From an optimization exercise on the open Yosys and OpenROAD flow, aimed at small area; shortcuts taken in it are not production practice.
Function was checked by simulation only, so behaviour that the tests miss may differ from the original.
No driver is modelled on the clock port, so clocking that relies on it looks cheaper here than on a real chip.
No activity file was given, so power comes from the tool's default toggle rates.

beta:
// top
module top(
    input          clk     ,
    input          rst_n   ,
    output         trig    ,
    input          echo    ,
    output [3:0]   sel     ,
    output [7:0]   seg     ,
    output [2:0]   led     ,
    input          key     ,
    output [3:0]   sel_1   ,
    output [7:0]   seg_1
    );
==> flow/config.mk <==
export PLATFORM = sky130hd
export DESIGN_NAME = top
export DESIGN_NICKNAME = top
export VERILOG_FILES = /design/flow/design.v
export SDC_FILE = /design/flow/constraint.sdc
export NUM_CORES = 8
export LEC_CHECK = 0
export CAP_MARGIN = 20
export CORE_MARGIN = 2
export CORE_UTILIZATION = 40
export SLEW_MARGIN = 20
==> flow/constraint.sdc <==
create_clock -name core_clock -period 120.0 [get_ports {clk}]
set_input_delay 24.0000 -clock core_clock [delete_from_list [all_inputs] [get_ports {clk}]]
set_output_delay 24.0000 -clock core_clock [all_outputs]
set_load 0.01 [all_outputs]
standard.sh (not shown) runs the stock make flow with config.mk's settings and CLKGATE_MAP_FILE= SYNTH_SCRIPT=/design/flow/synth_recipe.tcl, a recipe that flattens the netlist after the stock synthesis.
==> flow/flow/run.sh <==
#!/bin/bash
# Own layout flow: the standard flow with three changes.
#  - Synthesis: the same yosys script as the standard flow's, except that the logic is
#    mapped by an area-only ABC script (area.abc), without yosys's adder
#    extraction and without the Kogge-Stone carry map. It runs for several
#    ABC seeds and keeps the smallest netlist whose registers (names and cell
#    types) equal those of the standard synthesis, which runs first; if none
#    does, the standard synthesis is used.
#  - Clock tree: built by hand before the CTS step (mycts.tcl): the clock
#    port drives one clkbuf_4, which drives the fewest clkbuf_8 leaf buffers
#    (k-means clusters of the placed flip-flops) that keep the estimated
#    clock-pin slew within 110 ps.
#  - Port buffers: buf_1.
# Each tool's output goes to a log file in the work folder.
set -euo pipefail
W=$PWD
F=$W/flow
R=$W/orfs/results/$FLOW_PLATFORM/top/base
RB=results/$FLOW_PLATFORM/top/base
NS=8

bash standard.sh synth > std_synth.log 2>&1
cp $R/1_2_yosys.v std_1_2_yosys.v

# 2. own synthesis
export MYCTS_TCL=$F/mycts.tcl
EXTRA="CTS_ARGS='-clk_nets clk' PRE_CTS_TCL=$F/mycts_hook.tcl"
EXTRA="$EXTRA BUFFER_PORTS_ARGS='-buffer_cell sky130_fd_sc_hd__buf_1'"
sed "s#SYNTH_SCRIPT=[^ ]*#SYNTH_SCRIPT=$F/my_synth.tcl ADDER_MAP_FILE= SYNTH_OPERATIONS_ARGS=-noshare $EXTRA#" standard.sh > my_standard.sh
bash $F/mksynth.sh $W/synth_mod.tcl
export MY_SYNTH_TCL=$W/synth_mod.tcl
for i in $(seq 1 $NS); do
    sed "s/-S 1\b/-S $i/" $F/area.abc > $W/area_$i.abc
    sed "s#WORK_HOME=[^ ]*#WORK_HOME=$W/try$i#" my_standard.sh > try_$i.sh
    (MY_ABC_SCRIPT=$W/area_$i.abc bash try_$i.sh synth > try_$i.log 2>&1 || true) &
done
wait
best=""
bestarea=""
: > flops_check.log
for i in $(seq 1 $NS); do
    f=$W/try$i/$RB/1_2_yosys.v
    st=$W/try$i/reports/$FLOW_PLATFORM/top/base/synth_stat.txt
    [[ -f $f && -f $st ]] || continue
    python3 $F/flops.py std_1_2_yosys.v $f >> flops_check.log 2>&1 || continue
    a=$(grep "Chip area" $st | awk '{print $NF}')
    echo "try $i: area $a" >> flops_check.log
    if [[ -z $best ]] || python3 -c "import sys; sys.exit(0 if $a < $bestarea else 1)"; then
        best=$i
        bestarea=$a
    fi
done
if [[ -n $best ]]; then
    cp $W/try$best/$RB/1_2_yosys.v $R/1_2_yosys.v
    echo "own synthesis used: try $best, area $bestarea" >> flops_check.log
else
    cp std_1_2_yosys.v $R/1_2_yosys.v
    echo "standard synthesis used" >> flops_check.log
fi
rm -f $R/1_synth.odb $R/1_synth.sdc
touch $R/1_2_yosys.v
bash standard.sh synth > odb_synth.log 2>&1

# 3. the rest of the flow
bash my_standard.sh > my_flow.log 2>&1
Other scripts of this flow, unchanged in this note and not shown: flow/flow/area.abc, flow/flow/flops.py, flow/flow/mksynth.sh, flow/flow/my_synth.tcl, flow/flow/mycts.tcl, flow/flow/mycts_hook.tcl
## Diff of input files: gamma against beta
diff --git a/flow/design.v b/flow/design.v
--- a/flow/design.v
+++ b/flow/design.v
@@ -92,17 +92,16 @@
         end
     end
     reg        k1, k2, k3;
     wire       kneg  = ~k1 & k2;
     wire       moved = ~k2 & k3;     
     reg [1:0]  st;
     reg [13:0] A, B, s;
     reg [7:0]  nu;           
-    reg        sg;           
     always @(posedge clk or negedge rst_n) begin
         if (!rst_n) begin
             k1 <= 1'b0; k2 <= 1'b0; k3 <= 1'b0; st <= 2'd0;
         end else begin
             k1 <= key_value; k2 <= k1; k3 <= k2;
             if (kneg) st <= (st == 2'd2) ? 2'd0 : st + 2'd1;
         end
     end
@@ -112,43 +111,42 @@
     wire        s7151 = s[13] & s[12] & ~s[10] & ~s[9] & s[8] & ~s[7] & ~s[6] & ~s[5] & s[4] & s[3] & ~s[2] & s[1];
     wire        u209  = ~nu[7] & ~nu[6] & ~nu[4] & ~nu[0];
     wire        twrap = u209 & s7151;
     wire        start = st2 & moved;
     wire        ge    = B >= A;
     wire [13:0] ad    = B + ~A + {13'd0, ge};
     wire [3:0]  dc    = s[11:8];
     wire        dcend = dc[3] & ~dc[2] & ~dc[1] & ~dc[0];
-    wire        dbit  = B[13] ^ ~sg;
+    wire        dbit  = B[13] ^ ~s[12];
     wire [8:0]  P     = {s[7:0], dbit};
     wire [9:0]  df    = {1'b0, P} + {2'b01, nu} + 10'd1;
     wire        nb    = df[9] & ~(&nu);
     wire        dstep = st2 & ~moved & ~dcend;
     always @(posedge clk) begin
         if (st0 & kneg) begin
             s <= 14'd0;
         end else if (st1) begin
             if (twrap | s9999) s <= 14'd0;
             else s <= {s[12:0], sfb};
         end else if (start) begin
-            s[11:0] <= 12'd0;
+            s[12:0] <= {ge, 12'd0};
         end else if (dstep) begin
             s[7:0]  <= nb ? df[7:0] : P[7:0];
             s[11:8] <= {dc[2:0], ~(dc[3] ^ dc[2])};
         end
     end
     always @(posedge clk) begin
         if ((st0 & kneg) | (st1 & twrap)) nu <= 8'hff;
         else if (st1 & s9999) nu <= nu - 8'd1;
     end
     always @(posedge clk) begin
         if (kneg & ~st2) B <= dreg;
         else if (start) B <= ad;
         else if (dstep) B <= {B[12:0], nb};
-        if (start) sg <= ge;
     end
     always @(posedge clk or negedge rst_n) begin
         if (!rst_n) A <= 14'd0;
         else if (moved) A <= B;
     end
     assign led = {1'b0, st};
     function [3:0] digit;
         input [13:0] v;
==> results.txt <==
- Row post-route total power: gamma higher / beta lower
- Delta (gamma minus beta): multi-input combinational cell count went up; worst setup slack shrank by 600 ps; depth of the critical timing path with buffers and inverters included higher.
- When the final numbers for beta and gamma were put side by side, the delay of the slowest cell on the worst path turned out to be greater in gamma.
- On synthesized cell area, beta and gamma are neck and neck.
- Relative to beta, global-route usage over all layers has gone up in gamma.
- The run showing the greater part of the total power dissipated in combinational logic is gamma.

-- re-timing with driven ports --
The results above use ideal ports. As a check the final layouts listed here were re-extracted and re-timed, cells and wires unchanged. Step 1 assumes that a clkbuf_16 drives the clock port and a buf_2 every other input. Step 2 moves the port delays by t, midway between the first and last clock arrival at a register: inputs arrive t later, outputs are due t later. That takes back most of the time a late clock gives input paths. Slacks: ideal ports / drivers / drivers and shift; pairs: ideal ports / drivers.
run | t, ns | setup WS [ns] | cell pins on the clock port's net
beta | 0.619 | 82.660 / 82.624 / 83.243 | 1
gamma | 0.618 | 82.063 / 82.027 / 82.645 | 1
After both steps every run listed still meets setup and hold.
